This is an optimization exercise on Yosys and OpenROAD, whose aim is small area, a short achievable clock period and few clock cycles, not a production implementation. The RTL was checked by simulation tests, not by an equivalence proof against the original design. Power is estimated from default activity; no workload was simulated.

## flow/config.mk

```make
export PLATFORM = sky130hd
export DESIGN_NAME = systol_new1
export DESIGN_NICKNAME = systol_new1
export VERILOG_FILES = /design/flow/design.v
export SDC_FILE = /design/flow/constraint.sdc
export NUM_CORES = 4
export LEC_CHECK = 0
export CAP_MARGIN = 20
export CORE_MARGIN = 2
export CORE_UTILIZATION = 40
export CTS_BUF_LIST = sky130_fd_sc_hd__clkbuf_16
export CTS_CLUSTER_DIAMETER = 300
export CTS_CLUSTER_SIZE = 28
export SETUP_SLACK_MARGIN = 4.4
export SLEW_MARGIN = 20
```

## flow/constraint.sdc

```tcl
create_clock -name core_clock -period 7.0 [get_ports {clk}]
set_input_delay 1.4000 -clock core_clock [delete_from_list [all_inputs] [get_ports {clk}]]
set_output_delay 1.4000 -clock core_clock [all_outputs]
set_load 0.01 [all_outputs]
```

## flow/design.v

```verilog
`timescale 1ns / 1ns
module systol_new1(read_select, result, finish, start, read_data, clk, rst, we, ws);
input start, clk, rst;
input [7:0] read_data;
output [13:0] read_select;
output [7:0] result;
output finish;
output we;
output [13:0] ws;
localparam H  = 6;                
localparam D  = H + 2;            
localparam NS = 48 / H;           
localparam L  = 2 * D + 1;        
localparam [11:0] OFF_ROW0 = -12'd150;                        
localparam [11:0] OFF_ROW49 = 12'd50 * (D - 5) - 12'd1;       
localparam [11:0] OFF_SAME = -12'd201;                        
localparam [11:0] OFF_NEXT = 12'd50 * (D - 4) - 12'd2;        
localparam [11:0] OFF_XS = -12'd52;                           
localparam [11:0] OFF_SAME49 = -12'd201 + 12'd50 - 12'd50 * H;  
localparam [11:0] K_ROW = 12'd50;                             
localparam [11:0] K_COL = -12'd50 * (D - 1) + 12'd1;          
localparam [11:0] K_STRIP = -12'd99;                          
reg busy;
reg [2:0] k;                      
reg [5:0] c;                      
reg [2:0] s;                      
reg [11:0] ra;                    
reg [7:0] sr [0:L-1];
reg [9:0] h0, h1;
reg [11:0] u;
reg [7:0] result_r;
reg [11:0] ws_r;
reg we_r, finish_r;
reg last_k;                       
reg strip_end;                    
reg fin_q;                        
wire fin = fin_q;
wire [11:0] kra = !last_k ? K_ROW : strip_end ? K_STRIP : K_COL;
	wire ar_p0 = ra[0] ^ kra[0];
	wire ar_g0 = ra[0] & kra[0];
	wire ar_p1 = ra[1] ^ kra[1];
	wire ar_g1 = ra[1] & kra[1];
	wire ar_p2 = ra[2] ^ kra[2];
	wire ar_g2 = ra[2] & kra[2];
	wire ar_p3 = ra[3] ^ kra[3];
	wire ar_g3 = ra[3] & kra[3];
	wire ar_p4 = ra[4] ^ kra[4];
	wire ar_g4 = ra[4] & kra[4];
	wire ar_p5 = ra[5] ^ kra[5];
	wire ar_g5 = ra[5] & kra[5];
	wire ar_p6 = ra[6] ^ kra[6];
	wire ar_g6 = ra[6] & kra[6];
	wire ar_p7 = ra[7] ^ kra[7];
	wire ar_g7 = ra[7] & kra[7];
	wire ar_p8 = ra[8] ^ kra[8];
	wire ar_g8 = ra[8] & kra[8];
	wire ar_p9 = ra[9] ^ kra[9];
	wire ar_g9 = ra[9] & kra[9];
	wire ar_p10 = ra[10] ^ kra[10];
	wire ar_g10 = ra[10] & kra[10];
	wire ar_p11 = ra[11] ^ kra[11];
	wire ar_g11 = ra[11] & kra[11];
	wire ar_G0 = ar_g1 | (ar_p1 & ar_g0);
	wire ar_P0 = ar_p1 & ar_p0;
	wire ar_G1 = ar_g2 | (ar_p2 & ar_g1);
	wire ar_P1 = ar_p2 & ar_p1;
	wire ar_G2 = ar_g3 | (ar_p3 & ar_g2);
	wire ar_P2 = ar_p3 & ar_p2;
	wire ar_G3 = ar_g4 | (ar_p4 & ar_g3);
	wire ar_P3 = ar_p4 & ar_p3;
	wire ar_G4 = ar_g5 | (ar_p5 & ar_g4);
	wire ar_P4 = ar_p5 & ar_p4;
	wire ar_G5 = ar_g6 | (ar_p6 & ar_g5);
	wire ar_P5 = ar_p6 & ar_p5;
	wire ar_G6 = ar_g7 | (ar_p7 & ar_g6);
	wire ar_P6 = ar_p7 & ar_p6;
	wire ar_G7 = ar_g8 | (ar_p8 & ar_g7);
	wire ar_P7 = ar_p8 & ar_p7;
	wire ar_G8 = ar_g9 | (ar_p9 & ar_g8);
	wire ar_P8 = ar_p9 & ar_p8;
	wire ar_G9 = ar_g10 | (ar_p10 & ar_g9);
	wire ar_P9 = ar_p10 & ar_p9;
	wire ar_G10 = ar_g11 | (ar_p11 & ar_g10);
	wire ar_P10 = ar_p11 & ar_p10;
	wire ar_G11 = ar_G1 | (ar_P1 & ar_g0);
	wire ar_P11 = ar_P1 & ar_p0;
	wire ar_G12 = ar_G2 | (ar_P2 & ar_G0);
	wire ar_P12 = ar_P2 & ar_P0;
	wire ar_G13 = ar_G3 | (ar_P3 & ar_G1);
	wire ar_P13 = ar_P3 & ar_P1;
	wire ar_G14 = ar_G4 | (ar_P4 & ar_G2);
	wire ar_P14 = ar_P4 & ar_P2;
	wire ar_G15 = ar_G5 | (ar_P5 & ar_G3);
	wire ar_P15 = ar_P5 & ar_P3;
	wire ar_G16 = ar_G6 | (ar_P6 & ar_G4);
	wire ar_P16 = ar_P6 & ar_P4;
	wire ar_G17 = ar_G7 | (ar_P7 & ar_G5);
	wire ar_P17 = ar_P7 & ar_P5;
	wire ar_G18 = ar_G8 | (ar_P8 & ar_G6);
	wire ar_P18 = ar_P8 & ar_P6;
	wire ar_G19 = ar_G9 | (ar_P9 & ar_G7);
	wire ar_P19 = ar_P9 & ar_P7;
	wire ar_G20 = ar_G10 | (ar_P10 & ar_G8);
	wire ar_P20 = ar_P10 & ar_P8;
	wire ar_G21 = ar_G13 | (ar_P13 & ar_g0);
	wire ar_P21 = ar_P13 & ar_p0;
	wire ar_G22 = ar_G14 | (ar_P14 & ar_G0);
	wire ar_P22 = ar_P14 & ar_P0;
	wire ar_G23 = ar_G15 | (ar_P15 & ar_G11);
	wire ar_P23 = ar_P15 & ar_P11;
	wire ar_G24 = ar_G16 | (ar_P16 & ar_G12);
	wire ar_P24 = ar_P16 & ar_P12;
	wire ar_G25 = ar_G17 | (ar_P17 & ar_G13);
	wire ar_P25 = ar_P17 & ar_P13;
	wire ar_G26 = ar_G18 | (ar_P18 & ar_G14);
	wire ar_P26 = ar_P18 & ar_P14;
	wire ar_G27 = ar_G19 | (ar_P19 & ar_G15);
	wire ar_P27 = ar_P19 & ar_P15;
	wire ar_G28 = ar_G20 | (ar_P20 & ar_G16);
	wire ar_P28 = ar_P20 & ar_P16;
	wire ar_G29 = ar_G25 | (ar_P25 & ar_g0);
	wire ar_P29 = ar_P25 & ar_p0;
	wire ar_G30 = ar_G26 | (ar_P26 & ar_G0);
	wire ar_P30 = ar_P26 & ar_P0;
	wire ar_G31 = ar_G27 | (ar_P27 & ar_G11);
	wire ar_P31 = ar_P27 & ar_P11;
	wire ar_G32 = ar_G28 | (ar_P28 & ar_G12);
	wire ar_P32 = ar_P28 & ar_P12;
	wire [11:0] ra_sum;
	assign ra_sum[0] = ar_p0;
	assign ra_sum[1] = ar_p1 ^ ar_g0;
	assign ra_sum[2] = ar_p2 ^ ar_G0;
	assign ra_sum[3] = ar_p3 ^ ar_G11;
	assign ra_sum[4] = ar_p4 ^ ar_G12;
	assign ra_sum[5] = ar_p5 ^ ar_G21;
	assign ra_sum[6] = ar_p6 ^ ar_G22;
	assign ra_sum[7] = ar_p7 ^ ar_G23;
	assign ra_sum[8] = ar_p8 ^ ar_G24;
	assign ra_sum[9] = ar_p9 ^ ar_G29;
	assign ra_sum[10] = ar_p10 ^ ar_G30;
	assign ra_sum[11] = ar_p11 ^ ar_G31;
reg busy_nx;
reg [2:0] k_nx;
reg [5:0] c_nx;
reg [2:0] s_nx;
reg [11:0] ra_nx;
always @*
begin
	busy_nx = 0;
	k_nx = 0;
	c_nx = 0;
	s_nx = 0;
	ra_nx = 0;
	if (busy && !fin)
	begin
		busy_nx = 1;
		s_nx = s;
		ra_nx = ra_sum;
		if (last_k)
		begin
			if (strip_end)
				s_nx = s + 1'b1;
			else
				c_nx = c + 1'b1;
		end
		else
		begin
			k_nx = k + 1'b1;
			c_nx = c;
		end
	end
	else if (!busy && start)
	begin
		busy_nx = 1;
		k_nx = 1;
		ra_nx = K_ROW;
	end
end
always @(posedge clk)
begin
	if (rst)
	begin
		busy <= 0;
		k <= 0;
		c <= 0;
		s <= 0;
		ra <= 0;
	end
	else
	begin
		busy <= busy_nx;
		k <= k_nx;
		c <= c_nx;
		s <= s_nx;
		ra <= ra_nx;
	end
end
wire same_col = (k_nx >= 3'd5);
wire nc0 = (c_nx == 6'd0);
wire nc1 = (c_nx == 6'd1);
wire ns0 = (s_nx == 3'd0);
wire cx0  = same_col ? nc0 : nc1;
wire cx1  = same_col ? nc1 : (c_nx == 6'd2);
wire cx50 = same_col ? (c_nx == 6'd50) : (c_nx == 6'd51);
wire slot_a = (k_nx == 3'd3);
wire slot_b = (k_nx == 3'd4);
wire wr_a = slot_a && ns0 && (c_nx <= 6'd49);
wire wr_b = slot_b && (s_nx == NS - 1) && !nc0 && (c_nx <= 6'd50);
wire wr_i = !slot_a && !slot_b && (same_col ? !(nc0 && ns0) : !(ns0 && (nc0 || nc1)));
reg wen_q;
reg [1:0] rsel_q;                 
reg [2:0] osel_q;
always @(posedge clk)
begin
	if (rst)
	begin
		wen_q <= 0;
		fin_q <= 0;
		last_k <= 0;
		strip_end <= 0;
	end
	else
	begin
		wen_q <= busy_nx && (wr_a || wr_b || wr_i);
		fin_q <= busy_nx && (k_nx == 3'd2) && (c_nx == 6'd51);
		last_k <= (k_nx == D - 1);
		strip_end <= (k_nx == D - 1) && (c_nx == 6'd49) && (s_nx != NS - 1);
	end
	rsel_q <= slot_a ? 2'd1 : slot_b ? 2'd2 : (cx0 | cx1 | cx50) ? 2'd3 : 2'd0;
	osel_q <= slot_a ? 3'd0 : slot_b ? 3'd1 :
	          same_col ? (cx0 ? 3'd2 : 3'd3) :
	          nc0 ? 3'd4 : cx0 ? 3'd4 : 3'd5;
end
reg [11:0] off;
always @*
	case (osel_q)
	3'd0: off = OFF_ROW0;
	3'd1: off = OFF_ROW49;
	3'd2: off = OFF_SAME49;
	3'd3: off = OFF_SAME;
	3'd4: off = OFF_XS;
	default: off = OFF_NEXT;
	endcase
	wire aw_p0 = ra[0] ^ off[0];
	wire aw_g0 = ra[0] & off[0];
	wire aw_p1 = ra[1] ^ off[1];
	wire aw_g1 = ra[1] & off[1];
	wire aw_p2 = ra[2] ^ off[2];
	wire aw_g2 = ra[2] & off[2];
	wire aw_p3 = ra[3] ^ off[3];
	wire aw_g3 = ra[3] & off[3];
	wire aw_p4 = ra[4] ^ off[4];
	wire aw_g4 = ra[4] & off[4];
	wire aw_p5 = ra[5] ^ off[5];
	wire aw_g5 = ra[5] & off[5];
	wire aw_p6 = ra[6] ^ off[6];
	wire aw_g6 = ra[6] & off[6];
	wire aw_p7 = ra[7] ^ off[7];
	wire aw_g7 = ra[7] & off[7];
	wire aw_p8 = ra[8] ^ off[8];
	wire aw_g8 = ra[8] & off[8];
	wire aw_p9 = ra[9] ^ off[9];
	wire aw_g9 = ra[9] & off[9];
	wire aw_p10 = ra[10] ^ off[10];
	wire aw_g10 = ra[10] & off[10];
	wire aw_p11 = ra[11] ^ off[11];
	wire aw_g11 = ra[11] & off[11];
	wire aw_G0 = aw_g1 | (aw_p1 & aw_g0);
	wire aw_P0 = aw_p1 & aw_p0;
	wire aw_G1 = aw_g2 | (aw_p2 & aw_g1);
	wire aw_P1 = aw_p2 & aw_p1;
	wire aw_G2 = aw_g3 | (aw_p3 & aw_g2);
	wire aw_P2 = aw_p3 & aw_p2;
	wire aw_G3 = aw_g4 | (aw_p4 & aw_g3);
	wire aw_P3 = aw_p4 & aw_p3;
	wire aw_G4 = aw_g5 | (aw_p5 & aw_g4);
	wire aw_P4 = aw_p5 & aw_p4;
	wire aw_G5 = aw_g6 | (aw_p6 & aw_g5);
	wire aw_P5 = aw_p6 & aw_p5;
	wire aw_G6 = aw_g7 | (aw_p7 & aw_g6);
	wire aw_P6 = aw_p7 & aw_p6;
	wire aw_G7 = aw_g8 | (aw_p8 & aw_g7);
	wire aw_P7 = aw_p8 & aw_p7;
	wire aw_G8 = aw_g9 | (aw_p9 & aw_g8);
	wire aw_P8 = aw_p9 & aw_p8;
	wire aw_G9 = aw_g10 | (aw_p10 & aw_g9);
	wire aw_P9 = aw_p10 & aw_p9;
	wire aw_G10 = aw_g11 | (aw_p11 & aw_g10);
	wire aw_P10 = aw_p11 & aw_p10;
	wire aw_G11 = aw_G1 | (aw_P1 & aw_g0);
	wire aw_P11 = aw_P1 & aw_p0;
	wire aw_G12 = aw_G2 | (aw_P2 & aw_G0);
	wire aw_P12 = aw_P2 & aw_P0;
	wire aw_G13 = aw_G3 | (aw_P3 & aw_G1);
	wire aw_P13 = aw_P3 & aw_P1;
	wire aw_G14 = aw_G4 | (aw_P4 & aw_G2);
	wire aw_P14 = aw_P4 & aw_P2;
	wire aw_G15 = aw_G5 | (aw_P5 & aw_G3);
	wire aw_P15 = aw_P5 & aw_P3;
	wire aw_G16 = aw_G6 | (aw_P6 & aw_G4);
	wire aw_P16 = aw_P6 & aw_P4;
	wire aw_G17 = aw_G7 | (aw_P7 & aw_G5);
	wire aw_P17 = aw_P7 & aw_P5;
	wire aw_G18 = aw_G8 | (aw_P8 & aw_G6);
	wire aw_P18 = aw_P8 & aw_P6;
	wire aw_G19 = aw_G9 | (aw_P9 & aw_G7);
	wire aw_P19 = aw_P9 & aw_P7;
	wire aw_G20 = aw_G10 | (aw_P10 & aw_G8);
	wire aw_P20 = aw_P10 & aw_P8;
	wire aw_G21 = aw_G13 | (aw_P13 & aw_g0);
	wire aw_P21 = aw_P13 & aw_p0;
	wire aw_G22 = aw_G14 | (aw_P14 & aw_G0);
	wire aw_P22 = aw_P14 & aw_P0;
	wire aw_G23 = aw_G15 | (aw_P15 & aw_G11);
	wire aw_P23 = aw_P15 & aw_P11;
	wire aw_G24 = aw_G16 | (aw_P16 & aw_G12);
	wire aw_P24 = aw_P16 & aw_P12;
	wire aw_G25 = aw_G17 | (aw_P17 & aw_G13);
	wire aw_P25 = aw_P17 & aw_P13;
	wire aw_G26 = aw_G18 | (aw_P18 & aw_G14);
	wire aw_P26 = aw_P18 & aw_P14;
	wire aw_G27 = aw_G19 | (aw_P19 & aw_G15);
	wire aw_P27 = aw_P19 & aw_P15;
	wire aw_G28 = aw_G20 | (aw_P20 & aw_G16);
	wire aw_P28 = aw_P20 & aw_P16;
	wire aw_G29 = aw_G25 | (aw_P25 & aw_g0);
	wire aw_P29 = aw_P25 & aw_p0;
	wire aw_G30 = aw_G26 | (aw_P26 & aw_G0);
	wire aw_P30 = aw_P26 & aw_P0;
	wire aw_G31 = aw_G27 | (aw_P27 & aw_G11);
	wire aw_P31 = aw_P27 & aw_P11;
	wire aw_G32 = aw_G28 | (aw_P28 & aw_G12);
	wire aw_P32 = aw_P28 & aw_P12;
	wire [11:0] ws_sum;
	assign ws_sum[0] = aw_p0;
	assign ws_sum[1] = aw_p1 ^ aw_g0;
	assign ws_sum[2] = aw_p2 ^ aw_G0;
	assign ws_sum[3] = aw_p3 ^ aw_G11;
	assign ws_sum[4] = aw_p4 ^ aw_G12;
	assign ws_sum[5] = aw_p5 ^ aw_G21;
	assign ws_sum[6] = aw_p6 ^ aw_G22;
	assign ws_sum[7] = aw_p7 ^ aw_G23;
	assign ws_sum[8] = aw_p8 ^ aw_G24;
	assign ws_sum[9] = aw_p9 ^ aw_G29;
	assign ws_sum[10] = aw_p10 ^ aw_G30;
	assign ws_sum[11] = aw_p11 ^ aw_G31;
wire [7:0] hp = sr[0];
wire [7:0] hq = sr[D];
wire [7:0] hr = sr[2*D];
wire [8:0] hs = {hq[7], hp[7:1] ^ hq[6:0] ^ hr[7:1], hp[0] ^ hr[0]};
wire [7:0] hc = {(hp[7:1] & hq[6:0]) | (hp[7:1] & hr[7:1]) | (hq[6:0] & hr[7:1]), hp[0] & hr[0]};
	wire ah_p0 = hs[0] ^ 1'b0;
	wire ah_g0 = hs[0] & 1'b0;
	wire ah_p1 = hs[1] ^ hc[0];
	wire ah_g1 = hs[1] & hc[0];
	wire ah_p2 = hs[2] ^ hc[1];
	wire ah_g2 = hs[2] & hc[1];
	wire ah_p3 = hs[3] ^ hc[2];
	wire ah_g3 = hs[3] & hc[2];
	wire ah_p4 = hs[4] ^ hc[3];
	wire ah_g4 = hs[4] & hc[3];
	wire ah_p5 = hs[5] ^ hc[4];
	wire ah_g5 = hs[5] & hc[4];
	wire ah_p6 = hs[6] ^ hc[5];
	wire ah_g6 = hs[6] & hc[5];
	wire ah_p7 = hs[7] ^ hc[6];
	wire ah_g7 = hs[7] & hc[6];
	wire ah_p8 = hs[8] ^ hc[7];
	wire ah_g8 = hs[8] & hc[7];
	wire ah_p9 = 1'b0 ^ 1'b0;
	wire ah_g9 = 1'b0 & 1'b0;
	wire ah_G0 = ah_g1 | (ah_p1 & ah_g0);
	wire ah_P0 = ah_p1 & ah_p0;
	wire ah_G1 = ah_g3 | (ah_p3 & ah_g2);
	wire ah_P1 = ah_p3 & ah_p2;
	wire ah_G2 = ah_g5 | (ah_p5 & ah_g4);
	wire ah_P2 = ah_p5 & ah_p4;
	wire ah_G3 = ah_g7 | (ah_p7 & ah_g6);
	wire ah_P3 = ah_p7 & ah_p6;
	wire ah_G4 = ah_g9 | (ah_p9 & ah_g8);
	wire ah_P4 = ah_p9 & ah_p8;
	wire ah_G5 = ah_G1 | (ah_P1 & ah_G0);
	wire ah_P5 = ah_P1 & ah_P0;
	wire ah_G6 = ah_G3 | (ah_P3 & ah_G2);
	wire ah_P6 = ah_P3 & ah_P2;
	wire ah_G7 = ah_G6 | (ah_P6 & ah_G5);
	wire ah_P7 = ah_P6 & ah_P5;
	wire ah_G8 = ah_G2 | (ah_P2 & ah_G5);
	wire ah_P8 = ah_P2 & ah_P5;
	wire ah_G9 = ah_G4 | (ah_P4 & ah_G7);
	wire ah_P9 = ah_P4 & ah_P7;
	wire ah_G10 = ah_g2 | (ah_p2 & ah_G0);
	wire ah_P10 = ah_p2 & ah_P0;
	wire ah_G11 = ah_g4 | (ah_p4 & ah_G5);
	wire ah_P11 = ah_p4 & ah_P5;
	wire ah_G12 = ah_g6 | (ah_p6 & ah_G8);
	wire ah_P12 = ah_p6 & ah_P8;
	wire ah_G13 = ah_g8 | (ah_p8 & ah_G7);
	wire ah_P13 = ah_p8 & ah_P7;
	wire [9:0] h_sum;
	assign h_sum[0] = ah_p0;
	assign h_sum[1] = ah_p1 ^ ah_g0;
	assign h_sum[2] = ah_p2 ^ ah_G0;
	assign h_sum[3] = ah_p3 ^ ah_G10;
	assign h_sum[4] = ah_p4 ^ ah_G5;
	assign h_sum[5] = ah_p5 ^ ah_G11;
	assign h_sum[6] = ah_p6 ^ ah_G8;
	assign h_sum[7] = ah_p7 ^ ah_G12;
	assign h_sum[8] = ah_p8 ^ ah_G7;
	assign h_sum[9] = ah_p9 ^ ah_G13;
	wire au_p0 = h1[0] ^ 1'b0;
	wire au_g0 = h1[0] & 1'b0;
	wire au_p1 = h1[1] ^ h0[0];
	wire au_g1 = h1[1] & h0[0];
	wire au_p2 = h1[2] ^ h0[1];
	wire au_g2 = h1[2] & h0[1];
	wire au_p3 = h1[3] ^ h0[2];
	wire au_g3 = h1[3] & h0[2];
	wire au_p4 = h1[4] ^ h0[3];
	wire au_g4 = h1[4] & h0[3];
	wire au_p5 = h1[5] ^ h0[4];
	wire au_g5 = h1[5] & h0[4];
	wire au_p6 = h1[6] ^ h0[5];
	wire au_g6 = h1[6] & h0[5];
	wire au_p7 = h1[7] ^ h0[6];
	wire au_g7 = h1[7] & h0[6];
	wire au_p8 = h1[8] ^ h0[7];
	wire au_g8 = h1[8] & h0[7];
	wire au_p9 = h1[9] ^ h0[8];
	wire au_g9 = h1[9] & h0[8];
	wire au_p10 = 1'b0 ^ h0[9];
	wire au_g10 = 1'b0 & h0[9];
	wire au_p11 = 1'b0 ^ 1'b0;
	wire au_g11 = 1'b0 & 1'b0;
	wire au_G0 = au_g1 | (au_p1 & au_g0);
	wire au_P0 = au_p1 & au_p0;
	wire au_G1 = au_g3 | (au_p3 & au_g2);
	wire au_P1 = au_p3 & au_p2;
	wire au_G2 = au_g5 | (au_p5 & au_g4);
	wire au_P2 = au_p5 & au_p4;
	wire au_G3 = au_g7 | (au_p7 & au_g6);
	wire au_P3 = au_p7 & au_p6;
	wire au_G4 = au_g9 | (au_p9 & au_g8);
	wire au_P4 = au_p9 & au_p8;
	wire au_G5 = au_g11 | (au_p11 & au_g10);
	wire au_P5 = au_p11 & au_p10;
	wire au_G6 = au_G1 | (au_P1 & au_G0);
	wire au_P6 = au_P1 & au_P0;
	wire au_G7 = au_G3 | (au_P3 & au_G2);
	wire au_P7 = au_P3 & au_P2;
	wire au_G8 = au_G5 | (au_P5 & au_G4);
	wire au_P8 = au_P5 & au_P4;
	wire au_G9 = au_G7 | (au_P7 & au_G6);
	wire au_P9 = au_P7 & au_P6;
	wire au_G10 = au_G8 | (au_P8 & au_G9);
	wire au_P10 = au_P8 & au_P9;
	wire au_G11 = au_G2 | (au_P2 & au_G6);
	wire au_P11 = au_P2 & au_P6;
	wire au_G12 = au_G4 | (au_P4 & au_G9);
	wire au_P12 = au_P4 & au_P9;
	wire au_G13 = au_g2 | (au_p2 & au_G0);
	wire au_P13 = au_p2 & au_P0;
	wire au_G14 = au_g4 | (au_p4 & au_G6);
	wire au_P14 = au_p4 & au_P6;
	wire au_G15 = au_g6 | (au_p6 & au_G11);
	wire au_P15 = au_p6 & au_P11;
	wire au_G16 = au_g8 | (au_p8 & au_G9);
	wire au_P16 = au_p8 & au_P9;
	wire au_G17 = au_g10 | (au_p10 & au_G12);
	wire au_P17 = au_p10 & au_P12;
	wire [11:0] u_sum;
	assign u_sum[0] = au_p0;
	assign u_sum[1] = au_p1 ^ au_g0;
	assign u_sum[2] = au_p2 ^ au_G0;
	assign u_sum[3] = au_p3 ^ au_G13;
	assign u_sum[4] = au_p4 ^ au_G6;
	assign u_sum[5] = au_p5 ^ au_G14;
	assign u_sum[6] = au_p6 ^ au_G11;
	assign u_sum[7] = au_p7 ^ au_G15;
	assign u_sum[8] = au_p8 ^ au_G9;
	assign u_sum[9] = au_p9 ^ au_G16;
	assign u_sum[10] = au_p10 ^ au_G12;
	assign u_sum[11] = au_p11 ^ au_G17;
	wire av_p0 = u[0] ^ h0[0];
	wire av_g0 = u[0] & h0[0];
	wire av_p1 = u[1] ^ h0[1];
	wire av_g1 = u[1] & h0[1];
	wire av_p2 = u[2] ^ h0[2];
	wire av_g2 = u[2] & h0[2];
	wire av_p3 = u[3] ^ h0[3];
	wire av_g3 = u[3] & h0[3];
	wire av_p4 = u[4] ^ h0[4];
	wire av_g4 = u[4] & h0[4];
	wire av_p5 = u[5] ^ h0[5];
	wire av_g5 = u[5] & h0[5];
	wire av_p6 = u[6] ^ h0[6];
	wire av_g6 = u[6] & h0[6];
	wire av_p7 = u[7] ^ h0[7];
	wire av_g7 = u[7] & h0[7];
	wire av_p8 = u[8] ^ h0[8];
	wire av_g8 = u[8] & h0[8];
	wire av_p9 = u[9] ^ h0[9];
	wire av_g9 = u[9] & h0[9];
	wire av_p10 = u[10] ^ 1'b0;
	wire av_g10 = u[10] & 1'b0;
	wire av_p11 = u[11] ^ 1'b0;
	wire av_g11 = u[11] & 1'b0;
	wire av_G0 = av_g1 | (av_p1 & av_g0);
	wire av_P0 = av_p1 & av_p0;
	wire av_G1 = av_g3 | (av_p3 & av_g2);
	wire av_P1 = av_p3 & av_p2;
	wire av_G2 = av_g5 | (av_p5 & av_g4);
	wire av_P2 = av_p5 & av_p4;
	wire av_G3 = av_g7 | (av_p7 & av_g6);
	wire av_P3 = av_p7 & av_p6;
	wire av_G4 = av_g9 | (av_p9 & av_g8);
	wire av_P4 = av_p9 & av_p8;
	wire av_G5 = av_g11 | (av_p11 & av_g10);
	wire av_P5 = av_p11 & av_p10;
	wire av_G6 = av_G1 | (av_P1 & av_G0);
	wire av_P6 = av_P1 & av_P0;
	wire av_G7 = av_G3 | (av_P3 & av_G2);
	wire av_P7 = av_P3 & av_P2;
	wire av_G8 = av_G5 | (av_P5 & av_G4);
	wire av_P8 = av_P5 & av_P4;
	wire av_G9 = av_G7 | (av_P7 & av_G6);
	wire av_P9 = av_P7 & av_P6;
	wire av_G10 = av_G8 | (av_P8 & av_G9);
	wire av_P10 = av_P8 & av_P9;
	wire av_G11 = av_G2 | (av_P2 & av_G6);
	wire av_P11 = av_P2 & av_P6;
	wire av_G12 = av_G4 | (av_P4 & av_G9);
	wire av_P12 = av_P4 & av_P9;
	wire av_G13 = av_g2 | (av_p2 & av_G0);
	wire av_P13 = av_p2 & av_P0;
	wire av_G14 = av_g4 | (av_p4 & av_G6);
	wire av_P14 = av_p4 & av_P6;
	wire av_G15 = av_g6 | (av_p6 & av_G11);
	wire av_P15 = av_p6 & av_P11;
	wire av_G16 = av_g8 | (av_p8 & av_G9);
	wire av_P16 = av_p8 & av_P9;
	wire av_G17 = av_g10 | (av_p10 & av_G12);
	wire av_P17 = av_p10 & av_P12;
	wire [11:0] vsum;
	assign vsum[0] = av_p0;
	assign vsum[1] = av_p1 ^ av_g0;
	assign vsum[2] = av_p2 ^ av_G0;
	assign vsum[3] = av_p3 ^ av_G13;
	assign vsum[4] = av_p4 ^ av_G6;
	assign vsum[5] = av_p5 ^ av_G14;
	assign vsum[6] = av_p6 ^ av_G11;
	assign vsum[7] = av_p7 ^ av_G15;
	assign vsum[8] = av_p8 ^ av_G9;
	assign vsum[9] = av_p9 ^ av_G16;
	assign vsum[10] = av_p10 ^ av_G12;
	assign vsum[11] = av_p11 ^ av_G17;
integer i;
always @(posedge clk)
begin
	sr[0] <= read_data;
	for (i = 1; i < L; i = i + 1)
		sr[i] <= sr[i-1];
	h0 <= h_sum;
	h1 <= h0;
	u <= u_sum;
end
always @(posedge clk)
begin
	if (rst)
	begin
		we_r <= 0;
		finish_r <= 0;
	end
	else
	begin
		we_r <= wen_q;
		finish_r <= fin_q;
	end
	ws_r <= ws_sum;
	case (rsel_q)
	2'd0: result_r <= vsum[11:4];
	2'd1: result_r <= sr[1];
	2'd2: result_r <= sr[3];
	default: result_r <= sr[D+2];
	endcase
end
assign read_select = {2'b00, ra};
assign result = result_r;
assign ws = {2'b00, ws_r};
assign we = we_r;
assign finish = finish_r;
endmodule
```

## flow/run.sh

```bash
#!/bin/bash
# synth_recipe.tcl (not shown) runs the flow's synth.tcl, then flattens the netlist and writes it again
# the make line also repeats each setting of config.mk as NAME=value (left out here)
make -C /OpenROAD-flow-scripts/flow DESIGN_CONFIG=/design/flow/config.mk WORK_HOME=/design/flow/orfs CLKGATE_MAP_FILE= SYNTH_SCRIPT=/design/flow/synth_recipe.tcl finish
```

==> impl_metrics.tcl, run 1 <==
set metrics [dict create \
    status "complete, no violations" \
    ant_nets 0 \
    pin_count 49 \
    worstPathMaxFanout 6 \
    synth_area_mm2 0.007566 \
    htree_levels 1 \
    antenna_cells 0 \
    drc_errors 0 \
    rows 50 \
    dp_hpwl_mm 9.310 \
    routed_wl_mm 13.24 \
    hold_viol_final 0 \
    synth_simple_gate_area_share_pct 8.798 \
    viasPerCell 4.894 \
    syn_inst 605 \
    avgSynthCellArea_um2 12.51 \
    r2r-end "ws_r[11]" \
    port_buffers 44 \
    rsz0062_at_grt "true" \
    fin_nets 754 \
    yosysUniqueCellTypes 58 \
    syn_to_final_growth_pct 16.04 \
    die-area_mm2 0.02003 \
    period_needed_ns 2.564 \
    start_kind "flop" \
    grt_usage_pct 13.33 \
    cts_hold_buf 0 \
    finalSetupViolations 0 \
    min_path_cells 0 \
    critical_path_class "flop to flop" \
    core_area_mm2 0.01864 \
    finalCritPeriodShare_pct 36.63 \
    stdcell_count 903 \
    cts_buffer_depth 3 \
    combinationalPowerShare_pct 23.6 \
    synthMuxAreaShare_pct 2.960 \
    grt_pass1_wl_mm 21.70 \
    holdPathEnd "sr[5][0]" \
    synth_adder_area_share_pct 13.89 \
    synthXorXnorAreaFrac_pct 4.167 \
    dp.cells 875 \
    p_sw_share_pct 26.56 \
    relSlewSlack_pct 53.36 \
    critPathArrivalTime_ns 2.93 \
    synth_top_family_by_area "adder cells" \
    die_w_um 141.5 \
    clk_pin_slew_ns 0.11 \
    maxCapViolations 0 \
    p_int_w 0.002088 \
    critPathRequiredTime_ns 7.37 \
    grt.busiest_layer "met2" \
    grt-ovfl-total 0 \
    drv_slew 0 \
    via_count 4419 \
    initial_core_util_pct 40.58 \
    power_leakage_nw 3.748 \
    yosys_warnings 2 \
    peakVddDrop_mv 0.1355 \
    clkPwrFrac_pct 23.0 \
    place_congestion 0.8453 \
    insertion_delay_ns 0.46 \
    grt_max_degree 29 \
    fin_skew_ns 0.01971 \
    use_met1_pct 18.57 \
    first_iter_violations 240 \
    seqPwrFrac_pct 53.5 \
    cts_buffers 11 \
    ys_seq_elements 224 \
    die_y_um 141.5 \
    use_met2_pct 22.02 \
    crit_path_end_kind "flop" \
    p_per_area_mw_per_mm2 323.8 \
    ys.flop_type "dfxtp_1" \
    grt_pass1_vias 4467 \
    tightestPinTransition_ns 0.6986 \
    drive_gt1_share_pct 13.60 \
    cts_tree "built" \
    worstHoldStart "sr[4][0]" \
    drt_pass1_iterations 4 \
    cts-root-buf "clkbuf_16" \
    synthArstFlopShare_pct 0 \
    fmax_mhz 390.0 \
    setup_tns_ns 0 \
    grtUsageMet3_pct 2.227 \
    antenna_found_initial 0 \
    p_switching_w 0.0007550 \
    cts.sinks 224 \
    synth_edf_count 0 \
    r2r_start "osel_q[1]" \
    reg2regPathDepth 10 \
    synth_compound_area_share_pct 8.665 \
    routedWlPerCell_um 14.66 \
    ys_seq_area_share_pct 59.27 \
    min_path_type "flop to flop" \
    r2r_setup_slack_ns 4.44 \
]
kinds of logic after synthesis:
logic type,Yosys count
other cells,1
buf+inv,37
simple gates,127
xor+xnor,36
mux,12
fa+ha+maj,72
compound gates,96
flops,224
metal layers:
metal | share of wire (%) | vias to the layer above
li1 | - | 2191
met4 | 1.9 | 0
met1 | 48 | 2121
met3 | 3.1 | 27
met2 | 47 | 80
met5 | 0 | -
cells in the final DEF, fill, tap and decap left out, types with 17 or more instances in the layout:
master	Yosys	routed
xnor2_1	20	20
fa_1	20	18
nand2_1	29	28
inv_1	26	25
dfxtp_1	224	206
a21oi_1	24	22
dlygate4sd2_1	0	35
buf_4	5	17
nor2_1	28	27
ha_1	52	47
synthesized netlist by cell type (3+ instances only):
library cell | count | share of area [%]
dfxtp_1 | 224 | 59
ha_1 | 52 | 8.6
inv_1 | 26 | 1.3
nand2_1 | 29 | 1.4
o21a_1 | 6 | 0.60
nor2_1 | 28 | 1.4
o21ai_0 | 11 | 0.73
a21oi_1 | 24 | 1.6
mux4_2 | 8 | 2.4
nor2b_1 | 12 | 0.99
a211oi_1 | 8 | 0.79
fa_1 | 20 | 5.3
nand2b_1 | 9 | 0.74
clkbuf_1 | 4 | 0.20
nor3b_1 | 3 | 0.30
nor4_1 | 3 | 0.25
nand3b_1 | 4 | 0.40
a31oi_1 | 6 | 0.50
mux2_2 | 3 | 0.45
xor2_1 | 16 | 1.9
xnor2_1 | 20 | 2.3
nand3_1 | 8 | 0.53
buf_4 | 5 | 0.50
or3_1 | 5 | 0.41
a21o_1 | 15 | 1.5
nor3_1 | 9 | 0.60
o21bai_1 | 4 | 0.40
per-stage QoR:
stage,power (W),utilization [%],hold WS [ns],cell area [um2],setup slack (ns)
2_1_floorplan,0.001994,-,0.3096,7589,4.341
3_3_place_gp,0.002184,44.27,0.3096,8253,3.611
3_5_place_dp,0.002215,44.27,0.3121,8253,3.585
4_1_cts,0.002873,46.50,0.3255,8668,4.405
5_1_grt,0.003033,47.09,0.3377,8780,4.336
6_report,0.002843,47.09,0.3309,8780,4.436
state kept, by name, indices dropped and copies added (netlist names), 2 cells and up:
name,count
ra,12
s,3
ws_r,12
c,6
sr,136
h1,10
u,12
osel_q,3
rsel_q,2
k,3
h0,10
result_r,8
worst max-delay path, cell delays in order, from the launching register on:
cell and delay, ns:
dfxtp_4 0.35, buf_4 0.15, xor2_1 0.16, o21ai_2 0.18
ha_4 0.24, a211oi_4 0.26, nor2_2 0.07, or4_4 0.55
a211oi_4 0.29, a21oi_2 0.10, xnor2_1 0.12
how the worst max path moves through the flow:
stage	cells past startpoint	startpoint	end	slack [ns]
after global placement	6	rst	ra[11]	3.61
after detailed placement	6	rst	ra[11]	3.58
final	10	osel_q[1]	ws_r[11]	4.44
after floorplan	5	start	rsel_q[0]	4.34
after CTS	11	osel_q[1]	ws_r[10]	4.40
after global routing	10	osel_q[1]	ws_r[11]	4.34
cell type report:
| cell class | instances | area, um2 |
|---|---|---|
| Fill cell | 1709 | 9863 |
| Tap cell | 234 | 292.8 |
| Inverter | 26 | 97.59 |
| Sequential cell | 224 | 4529 |
| Clock buffer | 11 | 275.3 |
| Timing Repair Buffer | 61 | 519.2 |
| Multi-Input combinational cell | 347 | 3065 |
what timing repair did:
item,CTS,global route
endpoints found under the setup margin,56,13
gates resized for setup,81,14
setup buffers,9,8
pin swaps,19,19
power groups by stage:
stage / clock (W) / combinational, W / sequential (W)
6_report: 0.000653 / 0.000670 / 0.00152
4_1_cts: 0.000684 / 0.000664 / 0.00152
3_5_place_dp: 0 / 0.000661 / 0.00155
5_1_grt: 0.000730 / 0.000761 / 0.00154
2_1_floorplan: 0 / 0.000453 / 0.00154
3_3_place_gp: 0 / 0.000635 / 0.00155
Testbench counts, summed over its fixed seeds: cycles 77,088.
==> run 2: changes to the inputs <==
==> flow/flow/run.sh (new file) <==
#!/bin/bash
# Layout flow: the standard flow (standard synthesis unchanged), with
#  - port buffers made from buf_1 cells instead of the default delay buffers,
#  - clock tree from clkbuf_16 in clusters of up to 28 sinks, without
#    dummy loads.
# Each tool's full output stays in the ORFS logs folder; the make output is
# kept in flow_make.log here.
set -euo pipefail
bash standard.sh \
  "BUFFER_PORTS_ARGS=-buffer_cell sky130_fd_sc_hd__buf_1" \
  "CTS_ARGS=-sink_clustering_enable -repair_clock_nets -buf_list sky130_fd_sc_hd__clkbuf_16 -sink_clustering_size 28 -sink_clustering_max_diameter 300 -dont_use_dummy_load" \
  finish > flow_make.log 2>&1
==> flow/standard.sh (new file) <==
#!/bin/bash
# synth_recipe.tcl (not shown) runs the flow's synth.tcl, then flattens the netlist and writes it again
# the make line also repeats each setting of config.mk as NAME=value (left out here)
make -C /OpenROAD-flow-scripts/flow DESIGN_CONFIG=/design/flow/config.mk WORK_HOME=/design/flow/orfs CLKGATE_MAP_FILE= SYNTH_SCRIPT=/design/flow/synth_recipe.tcl "${@:-finish}"
--- a/flow/config.mk
+++ b/flow/config.mk
@@ -8,8 +8,5 @@
 export CAP_MARGIN = 20
 export CORE_MARGIN = 2
 export CORE_UTILIZATION = 40
-export CTS_BUF_LIST = sky130_fd_sc_hd__clkbuf_16
-export CTS_CLUSTER_DIAMETER = 300
-export CTS_CLUSTER_SIZE = 28
 export SETUP_SLACK_MARGIN = 4.4
 export SLEW_MARGIN = 20
removed: flow/run.sh
==> impl_metrics.tcl, run 2 <==
set metrics [dict create \
    ys_seq_area_share_pct 59.27 \
    dp_hpwl_mm 9.246 \
    drv_slew 0 \
    place_congestion 0.8596 \
    min_path_type "flop to flop" \
    ys_seq_elements 224 \
    power_leakage_nw 3.528 \
    cts_buffers 11 \
    viasPerCell 4.870 \
    reg2regPathDepth 9 \
    drc_errors 0 \
    period_needed_ns 2.570 \
    synth_common_cells "dfxtp_1, ha_1, nand2_1, nor2_1, inv_1" \
    clk_pin_slew_ns 0.11 \
    n_fill_cell 1712 \
    drive_gt1_share_pct 10.98 \
    multi_input_area_mm2 0.003048 \
    htree_levels 1 \
    antenna_cells 0 \
    largest_reg_flops 136 \
    drt_pass1_iterations 6 \
    avgSynthCellArea_um2 12.51 \
    critical_path_class "flop to flop" \
    cts.sinks 224 \
    yosys-top-cells-area "dfxtp_1, ha_1, fa_1" \
    grt_usage_pct 13.11 \
    grt_max_degree 29 \
    grt-ovfl-total 0 \
    fin_skew_ns 0.01561 \
    status "complete, no violations" \
    p_per_area_mw_per_mm2 332.4 \
    syn_to_final_growth_pct 12.06 \
    start_kind "flop" \
    pin_count 49 \
    setup_tns_ns 0 \
    worstPathMaxFanout 5 \
    rows 50 \
    layout_setup_ws_ns 4.430 \
    peakVddDrop_mv 0.1497 \
    dpl_worst_slack_ns 3.836 \
    cts-root-buf "clkbuf_16" \
    finalCritPeriodShare_pct 36.71 \
    crit_start "osel_q[1]" \
    setup.worst_path.end "ws_r[9]" \
    antenna_found_initial 0 \
    syn_inst 605 \
    yosysTopAreaCell "dfxtp_1" \
    regMostFlops "sr" \
    die_w_um 141.5 \
    initial_core_util_pct 40.58 \
    grt_pass1_vias 4456 \
    fin_nets 750 \
    layout_common_cells "dfxtp_1, ha_1, buf_1, nand2_1, nor2_1" \
    critPathRequiredTime_ns 7.39 \
    maxCapViolations 0 \
    die-area_mm2 0.02003 \
    ys.flop_type "dfxtp_1" \
    synth_area_mm2 0.007566 \
    tightestPinTransition_ns 0.7013 \
    layout_commonest_cell "dfxtp_1" \
    cts_hold_buf 0 \
    finalSetupViolations 0 \
    r2r_setup_slack_ns 4.43 \
    core_area_mm2 0.01864 \
    ant_nets 0 \
    first_iter_violations 209 \
    synth_top_area_share_pct 59.27 \
    routedWlPerCell_um 14.61 \
    synthArstFlopShare_pct 0 \
    die_y_um 141.5 \
    yosys_warnings 2 \
    seqCellArea_mm2 0.004501 \
    fmax_mhz 389.1 \
    via_count 4378 \
    rsz0062_at_grt "true" \
    synth_edf_count 0 \
    r2r-end "ws_r[9]" \
    hold_viol_final 0 \
    cts_tree "built" \
    critPathArrivalTime_ns 2.96 \
    insertion_delay_ns 0.46 \
    yosysMostFrequentCell "dfxtp_1" \
    routed_wl_mm 13.13 \
    cts_buffer_depth 3 \
    r2r_start "osel_q[1]" \
    relSlewSlack_pct 53.18 \
    yosysUniqueCellTypes 58 \
    port_buffers 44 \
    grt_pass1_wl_mm 21.46 \
    crit_path_end_kind "flop" \
]
## run 2: repair_timing
item,CTS,global route
setup endpoints to repair,20,11
pin swaps,13,16
resized for setup,20,19
buffers inserted,6,7
## run 2: per-layer routing
layer | GRT usage (%) | up-vias | wire length (um)
met5 | 0 | - | 0
met4 | 3.211 | 0 | 221
met3 | 2.295 | 19 | 476
met2 | 21.46 | 70 | 6009
met1 | 18.17 | 2106 | 6425
li1 | - | 2183 | -
## run 2: per-stage QoR
stage | utilization, % | cell area [um2] | power (W) | hold WS (ns) | std cells
6_report | 45.48 | 8478 | 0.002818 | 0.3218 | 899
3_3_place_gp | 42.79 | 7978 | 0.002140 | 0.3095 | 875
2_1_floorplan | - | 7589 | 0.001994 | 0.3096 | 608
4_1_cts | 44.83 | 8358 | 0.002847 | 0.3252 | 892
3_5_place_dp | 42.79 | 7978 | 0.002167 | 0.3121 | 875
5_1_grt | 45.48 | 8478 | 0.003001 | 0.3287 | 899
## run 2: how the worst min path moves through the flow
| stage | start | endpoint | slack, ns | cells past startpoint |
|---|---|---|---|---|
| after CTS | sr[5][1] | sr[6][1] | 0.33 | 0 |
| after global placement | sr[12][5] | sr[13][5] | 0.31 | 0 |
| after floorplan | sr[9][0] | sr[10][0] | 0.31 | 0 |
| after global routing | sr[5][1] | sr[6][1] | 0.33 | 0 |
| after detailed placement | sr[2][6] | sr[3][6] | 0.31 | 0 |
| final | sr[5][1] | sr[6][1] | 0.32 | 0 |
## run 2: layout make-up
class / instances / share of cell area, %
well taps: 234 / 3.453
multi-input cells: 347 / 35.95
repair buffers: 57 / 3.114
inverters: 26 / 1.151
flip-flops and latches: 224 / 53.08
clock buffers: 11 / 3.247
## run 2: report_power, final
group / internal [W] / total (W) / switching (W)
registers: 0.00144 / 0.00152 / 0.0000846
clock network: 0.000284 / 0.000650 / 0.000366
logic: 0.000341 / 0.000647 / 0.000305
## run 2: cell families after synthesis
logic type      share of synthesized area, %
flops                                  59.27
simple gates                           8.798
compound gates                         8.666
fa+ha+maj                              13.89
buf+inv                                2.199
xor+xnor                               4.167
mux                                    2.960
other cells                          0.04956
## run 2: critical path: stages, from the launching register on
cell	delay [ns]
dfxtp_4	0.36
buf_4	0.14
or3_1	0.35
ha_1	0.35
o21ai_1	0.24
nor2_2	0.07
or4_4	0.45
a211oi_4	0.27
buf_4	0.16
xnor2_1	0.11
==> run 3: changes to the inputs <==
--- a/flow/design.v
+++ b/flow/design.v
@@ -139,43 +139,15 @@
 	assign ra_sum[9] = ar_p9 ^ ar_G29;
 	assign ra_sum[10] = ar_p10 ^ ar_G30;
 	assign ra_sum[11] = ar_p11 ^ ar_G31;
-reg busy_nx;
-reg [2:0] k_nx;
-reg [5:0] c_nx;
-reg [2:0] s_nx;
-reg [11:0] ra_nx;
-always @*
-begin
-	busy_nx = 0;
-	k_nx = 0;
-	c_nx = 0;
-	s_nx = 0;
-	ra_nx = 0;
-	if (busy && !fin)
-	begin
-		busy_nx = 1;
-		s_nx = s;
-		ra_nx = ra_sum;
-		if (last_k)
-		begin
-			if (strip_end)
-				s_nx = s + 1'b1;
-			else
-				c_nx = c + 1'b1;
-		end
-		else
-		begin
-			k_nx = k + 1'b1;
-			c_nx = c;
-		end
-	end
-	else if (!busy && start)
-	begin
-		busy_nx = 1;
-		k_nx = 1;
-		ra_nx = K_ROW;
-	end
-end
+wire run = (busy || start) && !fin;
+wire [2:0] k_adv = last_k ? 3'd0 : k + 1'b1;
+wire [5:0] c_adv = !last_k ? c : strip_end ? 6'd0 : c + 1'b1;
+wire [2:0] s_adv = strip_end ? s + 1'b1 : s;
+wire busy_nx = run;
+wire [2:0] k_nx = run ? k_adv : 3'd0;
+wire [5:0] c_nx = run ? c_adv : 6'd0;
+wire [2:0] s_nx = run ? s_adv : 3'd0;
+wire [11:0] ra_nx = run ? ra_sum : 12'd0;
 always @(posedge clk)
 begin
 	if (rst)
@@ -195,17 +167,17 @@
 		ra <= ra_nx;
 	end
 end
-wire same_col = (k_nx >= 3'd5);
-wire nc0 = (c_nx == 6'd0);
-wire nc1 = (c_nx == 6'd1);
-wire ns0 = (s_nx == 3'd0);
+wire same_col = (k_adv >= 3'd5);
+wire nc0 = (c_adv == 6'd0);
+wire nc1 = (c_adv == 6'd1);
+wire ns0 = (s_adv == 3'd0);
 wire cx0  = same_col ? nc0 : nc1;
-wire cx1  = same_col ? nc1 : (c_nx == 6'd2);
-wire cx50 = same_col ? (c_nx == 6'd50) : (c_nx == 6'd51);
-wire slot_a = (k_nx == 3'd3);
-wire slot_b = (k_nx == 3'd4);
-wire wr_a = slot_a && ns0 && (c_nx <= 6'd49);
-wire wr_b = slot_b && (s_nx == NS - 1) && !nc0 && (c_nx <= 6'd50);
+wire cx1  = same_col ? nc1 : (c_adv == 6'd2);
+wire cx50 = same_col ? (c_adv == 6'd50) : (c_adv == 6'd51);
+wire slot_a = (k_adv == 3'd3);
+wire slot_b = (k_adv == 3'd4);
+wire wr_a = slot_a && ns0 && (c_adv <= 6'd49);
+wire wr_b = slot_b && (s_adv == NS - 1) && !nc0 && (c_adv <= 6'd50);
 wire wr_i = !slot_a && !slot_b && (same_col ? !(nc0 && ns0) : !(ns0 && (nc0 || nc1)));
 reg wen_q;
 reg [1:0] rsel_q;                 
@@ -221,10 +193,10 @@
 	end
 	else
 	begin
-		wen_q <= busy_nx && (wr_a || wr_b || wr_i);
-		fin_q <= busy_nx && (k_nx == 3'd2) && (c_nx == 6'd51);
-		last_k <= (k_nx == D - 1);
-		strip_end <= (k_nx == D - 1) && (c_nx == 6'd49) && (s_nx != NS - 1);
+		wen_q <= busy && !fin && (wr_a || wr_b || wr_i);
+		fin_q <= busy && !fin && (k_adv == 3'd2) && (c_adv == 6'd51);
+		last_k <= run && (k_adv == D - 1);
+		strip_end <= run && (k_adv == D - 1) && (c_adv == 6'd49) && (s_adv != NS - 1);
 	end
 	rsel_q <= slot_a ? 2'd1 : slot_b ? 2'd2 : (cx0 | cx1 | cx50) ? 2'd3 : 2'd0;
 	osel_q <= slot_a ? 3'd0 : slot_b ? 3'd1 :
@@ -554,6 +526,7 @@
 	assign vsum[9] = av_p9 ^ av_G16;
 	assign vsum[10] = av_p10 ^ av_G12;
 	assign vsum[11] = av_p11 ^ av_G17;
+wire [7:0] pix = (rsel_q == 2'd1) ? sr[1] : (rsel_q == 2'd2) ? sr[3] : sr[D+2];
 integer i;
 always @(posedge clk)
 begin
@@ -577,12 +550,7 @@
 		finish_r <= fin_q;
 	end
 	ws_r <= ws_sum;
-	case (rsel_q)
-	2'd0: result_r <= vsum[11:4];
-	2'd1: result_r <= sr[1];
-	2'd2: result_r <= sr[3];
-	default: result_r <= sr[D+2];
-	endcase
+	result_r <= (rsel_q == 2'd0) ? vsum[11:4] : pix;
 end
 assign read_select = {2'b00, ra};
 assign result = result_r;
==> impl_metrics.tcl, run 3 <==
set metrics [dict create \
    status "complete, no violations" \
    initial_core_util_pct 40.38 \
    via_count 4292 \
    layout_setup_ws_ns 4.528 \
    fmax_mhz 404.5 \
    hold_viol_final 0 \
    yosys-top-cells-area "dfxtp_1, ha_1, fa_1" \
    critPathArrivalTime_ns 1.07 \
    avgSynthCellArea_um2 12.38 \
    r2r_setup_slack_ns 4.54 \
    finish.instance_area_mm2 0.008298 \
    synth_common_cells "dfxtp_1, ha_1, nor2_1, inv_1, a21oi_1" \
    finalSetupViolations 0 \
    cp_top_family "flip-flops" \
    fin_total_pwr_w 0.002881 \
    die_y_um 141.0 \
    dpl-instance-area_mm2 0.007899 \
    cts_hold_buf 0 \
    crit_slowest_cell "dfxtp_1" \
    synth_area_mm2 0.007502 \
    setup.worst_path.end "read_select[11]" \
    largest_reg_flops 136 \
    layout_common_cells "dfxtp_1, ha_1, buf_1, nor2_1, inv_1" \
    yosysTopAreaCell "dfxtp_1" \
    place_congestion 0.8703 \
    grt_pass1_vias 4291 \
    htree_levels 1 \
    worstPathMaxFanout 3 \
    synthArstFlopShare_pct 0 \
    syn_inst 606 \
    path_buf_inv 1 \
    fin_skew_ns 0.01034 \
    die_w_um 141.0 \
    tightestPinTransition_ns 0.6410 \
    grt-ovfl-total 0 \
    synth_top_area_share_pct 59.77 \
    r2r-end "result_r[7]" \
    maxCapViolations 0 \
    cts_buffer_depth 3 \
    syn_to_final_growth_pct 10.61 \
    crit_start "ra[11]" \
    fin_nets 740 \
    yosysMostFrequentCell "dfxtp_1" \
    r2r_start "h0[1]" \
    grt_usage_pct 12.67 \
    dpl_worst_slack_ns 4.141 \
    ant_nets 0 \
    first_iter_violations 159 \
    regMostFlops "sr" \
    grt_pass1_wl_mm 20.60 \
    die-area_mm2 0.01987 \
    grt_max_degree 29 \
    ys_seq_elements 224 \
    antenna_cells 0 \
    cts.sinks 224 \
    ys.flop_type "dfxtp_1" \
    n_fill_cell 1652 \
    reg2regPathDepth 10 \
    period_needed_ns 2.472 \
    dp_hpwl_mm 9.023 \
    crit_path_end_kind "output port" \
    rsz0062_at_grt "true" \
    finalCritPeriodShare_pct 35.32 \
    routedWlPerCell_um 14.09 \
    min_path_cells 0 \
    cp.depth 1 \
    routed_wl_mm 12.52 \
    yosys_warnings 2 \
    pin_count 49 \
    power_leakage_nw 3.468 \
    antenna_found_initial 0 \
    drv_slew 0 \
    cpPeakStageDelay_ns 0.43 \
    start_kind "flop" \
    cts-root-buf "clkbuf_16" \
    layout_commonest_cell "dfxtp_1" \
    min_path_type "flop to flop" \
    insertion_delay_ns 0.46 \
    clk_pin_slew_ns 0.11 \
    rows 50 \
    relSlewSlack_pct 56.96 \
    drt_pass1_iterations 4 \
    cts_tree "built" \
    p_per_area_mw_per_mm2 347.2 \
    yosysUniqueCellTypes 53 \
    viasPerCell 4.828 \
    core_area_mm2 0.01858 \
    peakVddDrop_mv 0.1222 \
    port_buffers 44 \
    setup_tns_ns 0 \
    cts_buffers 11 \
    crit_chain "buf_1" \
    critical_path_class "flop to output port" \
    ys_seq_area_share_pct 59.77 \
    critPathRequiredTime_ns 5.60 \
    drive_gt1_share_pct 8.244 \
    hold_slack_ns 0.3296 \
    drc_errors 0 \
    synth_edf_count 0 \
]
-- run 3: cell count changes after synthesis, sizes merged, moves of 4 or more --
cell	before	now
a211oi	8	4
a31oi	6	2
inv	26	30
nand2	29	18
nand2b	9	4
nor2	28	35
nor2b	12	7
nor3	9	20
nor4	3	7
o21ai	11	19
-- run 3: metrics by stage --
step / std cells / util (%)
after CTS: 887 / 44.21
after floorplan: 609 / -
after detailed placement: 875 / 42.51
final: 889 / 44.66
after global routing: 889 / 44.66
after global placement: 875 / 42.51
-- run 3: cell families (layout without fill, tap and decap cells) --
logic type	Yosys count	count (layout)	share of synthesized area (%)
DFF	224	224	59.77
AOI/OAI and AO/OA	92	92	8.055
other	1	4	0.04999
muxes	9	9	2.552
and+or+nand+nor	130	130	8.906
xor gates and xnor gates	35	35	4.086
buffers and inverters	43	89	2.568
adders and majority gates	72	72	14.01
-- run 3: layer usage --
metal	share of wire [%]	routed length (um)	global-route usage, %	vias up
li1	-	-	-	2166
met1	47	5905	17.26	2030
met2	47	5912	21.28	84
met3	4.6	580	2.344	12
met4	1.0	125	2.579	0
met5	0	0	0	-
-- run 3: layout make-up --
cell class / count / area (um2) / share of cell area, %
Inverter: 30 / 112.6 / 1.357
Clock buffer: 11 / 275.3 / 3.317
Tap cell: 234 / 292.8 / 3.528
Multi-Input combinational cell: 342 / 2919 / 35.18
Timing Repair Buffer: 48 / 195.2 / 2.352
Sequential cell: 224 / 4503 / 54.27
-- run 3: worst min-delay path by stage --
stage | startpoint | endpoint
after floorplan | sr[9][0] | sr[10][0]
after global placement | sr[15][7] | sr[16][7]
after detailed placement | sr[12][6] | sr[13][6]
after CTS | sr[5][0] | sr[6][0]
after global routing | sr[5][0] | sr[6][0]
final | sr[5][0] | sr[6][0]
-- run 3: timing repair --
action	in CTS	in global routing
gates resized for setup	10	18
cloned	0	0
endpoints found under the setup margin	15	15
buffers inserted	1	2
pin swaps	5	12
-- run 3: where the power goes --
group          leakage, nW  switching [W]  internal, W
Combinational         1.45       0.000331     0.000357
Clock                0.136       0.000363     0.000284
Sequential            1.88      0.0000954      0.00145
Testbench counts of run 3, summed over its fixed seeds: cycles 77,088.
==> run 4: changes to the inputs <==
--- a/flow/config.mk
+++ b/flow/config.mk
@@ -8,5 +8,5 @@
 export CAP_MARGIN = 20
 export CORE_MARGIN = 2
 export CORE_UTILIZATION = 40
-export SETUP_SLACK_MARGIN = 4.4
+export SETUP_SLACK_MARGIN = 4.6
 export SLEW_MARGIN = 20
==> impl_metrics.tcl, run 4 <==
set metrics [dict create \
    ys_seq_elements 224 \
    layout_common_cells "dfxtp_1, ha_1, nor2_1, inv_1, buf_1" \
    yosysUniqueCellTypes 53 \
    yosysMostFrequentCell "dfxtp_1" \
    viasPerCell 4.864 \
    yosys_warnings 2 \
    finalCritPeriodShare_pct 35.81 \
    power_leakage_nw 3.666 \
    peakVddDrop_mv 0.1220 \
    critPathRequiredTime_ns 7.33 \
    clk_pin_slew_ns 0.11 \
    cts_tree "built" \
    regMostFlops "sr" \
    die_w_um 141.0 \
    port_buffers 44 \
    routed_wl_mm 13.17 \
    hold_viol_final 0 \
    critPathArrivalTime_ns 2.84 \
    antenna_found_initial 0 \
    routedWlPerCell_um 14.49 \
    grt_pass1_wl_mm 21.31 \
    largest_reg_flops 136 \
    relSlewSlack_pct 57.37 \
    grt_usage_pct 13.14 \
    core_area_mm2 0.01858 \
    period_needed_ns 2.507 \
    finalSetupViolations 0 \
    grt_max_degree 29 \
    fin_skew_ns 0.01712 \
    fmax_mhz 398.9 \
    worstPathMaxFanout 2 \
    yosys-top-cells-area "dfxtp_1, ha_1, fa_1" \
    ys.flop_type "dfxtp_1" \
    min_path_type "flop to flop" \
    via_count 4421 \
    drv_slew 0 \
    ant_nets 0 \
    p_per_area_mw_per_mm2 341.7 \
    antenna_cells 0 \
    synth_top_area_share_pct 59.77 \
    syn_to_final_growth_pct 15.46 \
    ys_seq_area_share_pct 59.77 \
    dr.max_layer_used "met4" \
    wl_met2_mm 6.298 \
    cts-root-buf "clkbuf_16" \
    insertion_delay_ns 0.46 \
    cts_hold_buf 0 \
    drt-met1-wl_mm 6.126 \
    syn_inst 606 \
    n_fill_cell 1672 \
    drive_gt1_share_pct 19.26 \
    place_congestion 0.8488 \
    drc_errors 0 \
    pin_count 49 \
    dp_hpwl_mm 9.249 \
    synth_area_mm2 0.007502 \
    die_y_um 141.0 \
    grt-ovfl-total 0 \
    setup_tns_ns 0 \
    crit_path_end_kind "flop" \
    first_iter_violations 207 \
    die-area_mm2 0.01987 \
    r2r_setup_slack_ns 4.49 \
    wl_met3_um 481 \
    layout_commonest_cell "dfxtp_1" \
    rows 50 \
    drt_pass1_iterations 4 \
    synth_common_cells "dfxtp_1, ha_1, nor2_1, inv_1, a21oi_1" \
    yosysTopAreaCell "dfxtp_1" \
    cts_buffers 11 \
    htree_levels 1 \
    rsz0062_at_grt "true" \
    maxCapViolations 0 \
    cts_buffer_depth 3 \
    avgSynthCellArea_um2 12.38 \
    grt_pass1_vias 4373 \
    critical_path_class "flop to flop" \
    status "complete, no violations" \
    start_kind "flop" \
    initial_core_util_pct 40.38 \
    synthArstFlopShare_pct 0 \
    fin_nets 760 \
    synth_edf_count 0 \
    tightestPinTransition_ns 0.6352 \
    fin_total_pwr_w 0.002960 \
    cts.sinks 224 \
]
run 4: power breakdown:
| part | total [W] | switching, W | leakage (nW) | internal (W) |
|---|---|---|---|---|
| logic | 0.000757 | 0.000362 | 1.64 | 0.000395 |
| clock network | 0.000653 | 0.000368 | 0.136 | 0.000285 |
| registers | 0.00155 | 0.0000995 | 1.89 | 0.00145 |
run 4: critical path: stages (launching register included):
cell and delay, ns:
dfxtp_2 0.34, ha_4 0.23, a31o_4 0.24, a21oi_4 0.13, o21ai_2 0.08, nor4_2 0.25, nor3_2 0.09, a31o_2 0.26
ha_4 0.16, xor2_2 0.14, mux4_2 0.45
run 4: worst paths after layout:
path | from | end | depth (start not counted)
max reg2reg | u[1] | result_r[7] | 10
min reg2reg | sr[4][7] | sr[5][7] | 0
max | u[1] | result_r[7] | 10
min | sr[4][7] | sr[5][7] | 0
run 4: routing by layer:
metal / up-vias / global-route usage (%)
li1: 2212 / -
met1: 2118 / 17.75
met2: 68 / 21.67
met3: 23 / 2.310
met4: 0 / 4.053
met5: - / 0
run 4: cell type report:
cell class              count  area [um2]  share of cell area [%]
inverters                  30       115.1                   1.329
clock buffers              11       275.3                   3.178
well taps                 234       292.8                   3.380
repair buffers             68       365.4                   4.218
multi-input cells         342        3079                   35.55
flip-flops and latches    224        4534                   52.35
run 4: timing repair:
action,in CTS,in global routing
setup endpoints to repair,37,29
cloned,0,0
setup buffers,14,9
pin swaps,15,23
gates resized for setup,56,41
run 4: cell families after synthesis:
| family | count (synthesis) | synth area share (%) |
|---|---|---|
| AO/OA/AOI/OAI | 92 | 8.055 |
| XOR/XNOR | 35 | 4.086 |
| adder cells (fa/ha/maj) | 72 | 14.01 |
| buffers and inverters | 43 | 2.568 |
| flip-flops | 224 | 59.77 |
| multiplexers | 9 | 2.552 |
| other | 1 | 0.04999 |
| AND/OR/NAND/NOR | 130 | 8.906 |
run 4: metrics by stage:
stage	util [%]	cell area (um2)	setup slack, ns	hold WS [ns]	cells
after detailed placement	42.57	7910	4.160	0.3121	875
after global placement	42.57	7910	4.216	0.3097	875
after floorplan	-	7525	4.546	0.3096	609
final	46.62	8662	4.493	0.3198	909
after CTS	45.31	8418	4.465	0.3137	900
after global routing	46.62	8662	4.384	0.3325	909
==> run 5: changes to the inputs <==
--- a/flow/config.mk
+++ b/flow/config.mk
@@ -8,5 +8,5 @@
 export CAP_MARGIN = 20
 export CORE_MARGIN = 2
 export CORE_UTILIZATION = 40
-export SETUP_SLACK_MARGIN = 4.6
+export SETUP_SLACK_MARGIN = 4.8
 export SLEW_MARGIN = 20
==> impl_metrics.tcl, run 5 <==
set metrics [dict create \
    status "complete, no violations" \
    rows 50 \
    p_switching_w 0.0008321 \
    min_path_cells 0 \
    synth_area_mm2 0.007502 \
    use_met1_pct 17.50 \
    use_met2_pct 24.36 \
    yosysUniqueCellTypes 53 \
    synth_top_area_share_pct 59.77 \
    insertion_delay_ns 0.45 \
    initial_core_util_pct 40.38 \
    finalSetupViolations 0 \
    largest_reg_flops 136 \
    via_count 4465 \
    crit_slowest_cell "fa_1" \
    grt-ovfl-total 0 \
    port_buffers 44 \
    critPathArrivalTime_ns 2.78 \
    ys.flop_type "dfxtp_1" \
    first_iter_violations 133 \
    peakVddDrop_mv 0.1433 \
    yosys-top-cells-area "dfxtp_1, ha_1, fa_1" \
    clk_pin_slew_ns 0.10 \
    fin_skew_ns 0.01234 \
    worstPathMaxFanout 2 \
    viasPerCell 4.811 \
    cts.sinks 224 \
    yosysMostFrequentCell "dfxtp_1" \
    drt_pass1_iterations 4 \
    p_sw_share_pct 27.57 \
    path_buf_inv 0 \
    cts_hold_buf 0 \
    layout_commonest_cell "dfxtp_1" \
    antenna_cells 0 \
    power_leakage_nw 3.850 \
    p_int_w 0.002186 \
    die-area_mm2 0.01987 \
    tightestPinTransition_ns 0.7344 \
    relSlewSlack_pct 50.71 \
    period_needed_ns 2.450 \
    drive_gt1_share_pct 28.82 \
    routed_wl_mm 13.71 \
    seqPwrFrac_pct 51.7 \
    crit_chain "fa_1 -> ha_1 -> a21o_1 -> a21oi_2 -> o21bai_1 -> a21o_1 -> nand3_1 -> nand2_1 -> fa_1" \
    dpl-instance-area_mm2 0.007996 \
    p_per_area_mw_per_mm2 330.6 \
    cts_buffers 11 \
    finish.instance_area_mm2 0.009129 \
    grt_max_degree 29 \
    die_y_um 141.0 \
    place_congestion 0.8659 \
    synth_edf_count 0 \
    reg2regPathDepth 9 \
    syn_inst 606 \
    avgSynthCellArea_um2 12.38 \
    layout_setup_ws_ns 4.550 \
    rsz0062_at_grt "true" \
    syn_to_final_growth_pct 21.68 \
    antenna_found_initial 0 \
    maxCapViolations 0 \
    grtUsageMet3_pct 1.868 \
    yosys_warnings 2 \
    synthArstFlopShare_pct 0 \
    drv_slew 0 \
    ant_nets 0 \
    die_w_um 141.0 \
    cp_top_family "adder cells" \
    combinationalPowerShare_pct 27.0 \
    core_area_mm2 0.01858 \
    drc_errors 0 \
    ys_seq_elements 224 \
    grt_usage_pct 13.66 \
    yosysTopAreaCell "dfxtp_1" \
    clkPwrFrac_pct 21.3 \
    routedWlPerCell_um 14.78 \
    cp.depth 9 \
    hold_viol_final 0 \
    htree_levels 1 \
    cpPeakStageDelay_ns 0.55 \
    grt_pass1_wl_mm 22.11 \
    critPathRequiredTime_ns 7.33 \
    regMostFlops "sr" \
    finalCritPeriodShare_pct 35.00 \
    min_path_type "flop to flop" \
    fin_nets 779 \
    crit_path_end_kind "flop" \
    ys_seq_area_share_pct 59.77 \
    setup_tns_ns 0 \
    grt_pass1_vias 4595 \
    fmax_mhz 408.2 \
    grt.busiest_layer "met2" \
    pin_count 49 \
    cts_tree "built" \
    dp_hpwl_mm 9.159 \
    dpl_worst_slack_ns 4.161 \
    critical_path_class "flop to flop" \
    cts-root-buf "clkbuf_16" \
    start_kind "flop" \
    cts_buffer_depth 3 \
    hold_slack_ns 0.3293 \
    layout_common_cells "dfxtp_1, ha_1, buf_4, nor2_1, inv_1" \
    synth_common_cells "dfxtp_1, ha_1, nor2_1, inv_1, a21oi_1" \
]
[run 5: cell counts after synthesis]
Identical to the previous run, type by type.
[run 5: final cells by class]
class | instances | area, um2
fillers | 1611 | 9452
flip-flops and latches | 224 | 4556
multi-input cells | 343 | 3219
repair buffers | 86 | 670.6
well taps | 234 | 292.8
clock buffers | 11 | 275.3
inverters | 30 | 115.1
[run 5: path summary, 6_finish.rpt]
check,startpoint,to,slack (ns)
max,sr[0][2],h0[8],4.55
min,sr[9][3],sr[10][3],0.33
max reg2reg,sr[0][2],h0[8],4.55
min reg2reg,sr[9][3],sr[10][3],0.33
[run 5: metal layers]
metal	wire (um)	share of wire (%)	vias up
met5	0	0	-
met4	223	1.6	0
met3	342	2.5	18
met2	6940	51	56
met1	6207	45	2145
li1	-	-	2246
[run 5: cells by family after synthesis]
kind of cell / count (synthesis) / share of synthesized area [%]
other: 1 / 0.04999
adder cells (fa/ha/maj): 72 / 14.01
AND/OR/NAND/NOR: 130 / 8.906
buffers and inverters: 43 / 2.568
flip-flops: 224 / 59.77
multiplexers: 9 / 2.552
AO/OA/AOI/OAI: 92 / 8.055
XOR/XNOR: 35 / 4.086
[run 5: power by group through the flow]
stage	Clock, W	Sequential [W]	Combinational (W)
final	0.000644	0.00156	0.000815
after detailed placement	0	0.00159	0.000677
after global placement	0	0.00158	0.000662
after floorplan	0	0.00157	0.000502
after global routing	0.000716	0.00158	0.000909
after CTS	0.000677	0.00156	0.000787
[run 5: through the flow]
| step | utilization, % | std cells | power (W) |
|---|---|---|---|
| global route | 49.13 | 928 | 0.003209 |
| global placement | 43.04 | 874 | 0.002243 |
| CTS | 47.43 | 911 | 0.003027 |
| finish | 49.13 | 928 | 0.003018 |
| floorplan | - | 609 | 0.002074 |
| detailed placement | 43.04 | 874 | 0.002262 |
[run 5: timing repair]
action                                  CTS  global route
cloned                                    1             0
endpoints found under the setup margin   63            65
pin swaps                                19            23
resized for setup                       118            43
buffers inserted                         25            17

## what the ideal ports hide
How much do the figures lean on ideal ports? The routed layouts below were timed once more, with nothing changed but the port constraints. Step 1, drivers: a clkbuf_16 drives clk and a buf_2 each remaining input, both assumed. Step 2 moves the port delays by t, midway between the first and last clock arrival at a register: inputs arrive t later, outputs are due t later. That takes back most of the time a late clock gives input paths. Three values: ideal, step 1, step 2; two values: the first two.
run	t (ns)	setup slack, ns	worst setup path after step 2	slew at the worst register clock pin (ns)	cell pins on the clock port's net
run 1	0.495	4.436 / 4.412 / 3.979	input to register	0.11 / 0.11	1
run 2	0.495	4.430 / 4.430 / 4.079	input to register	0.11 / 0.11	1
run 3	0.489	4.528 / 4.486 / 4.204	input to register	0.11 / 0.11	1
run 4	0.495	4.493 / 4.493 / 4.280	input to register	0.11 / 0.11	1
run 5	0.489	4.550 / 4.550 / 4.432	input to register	0.11 / 0.11	1
After both steps setup and hold are still met in every run listed. The setup slack of run 1, which loses most, moves by -0.024 ns with the drivers and by -0.457 ns with both steps.
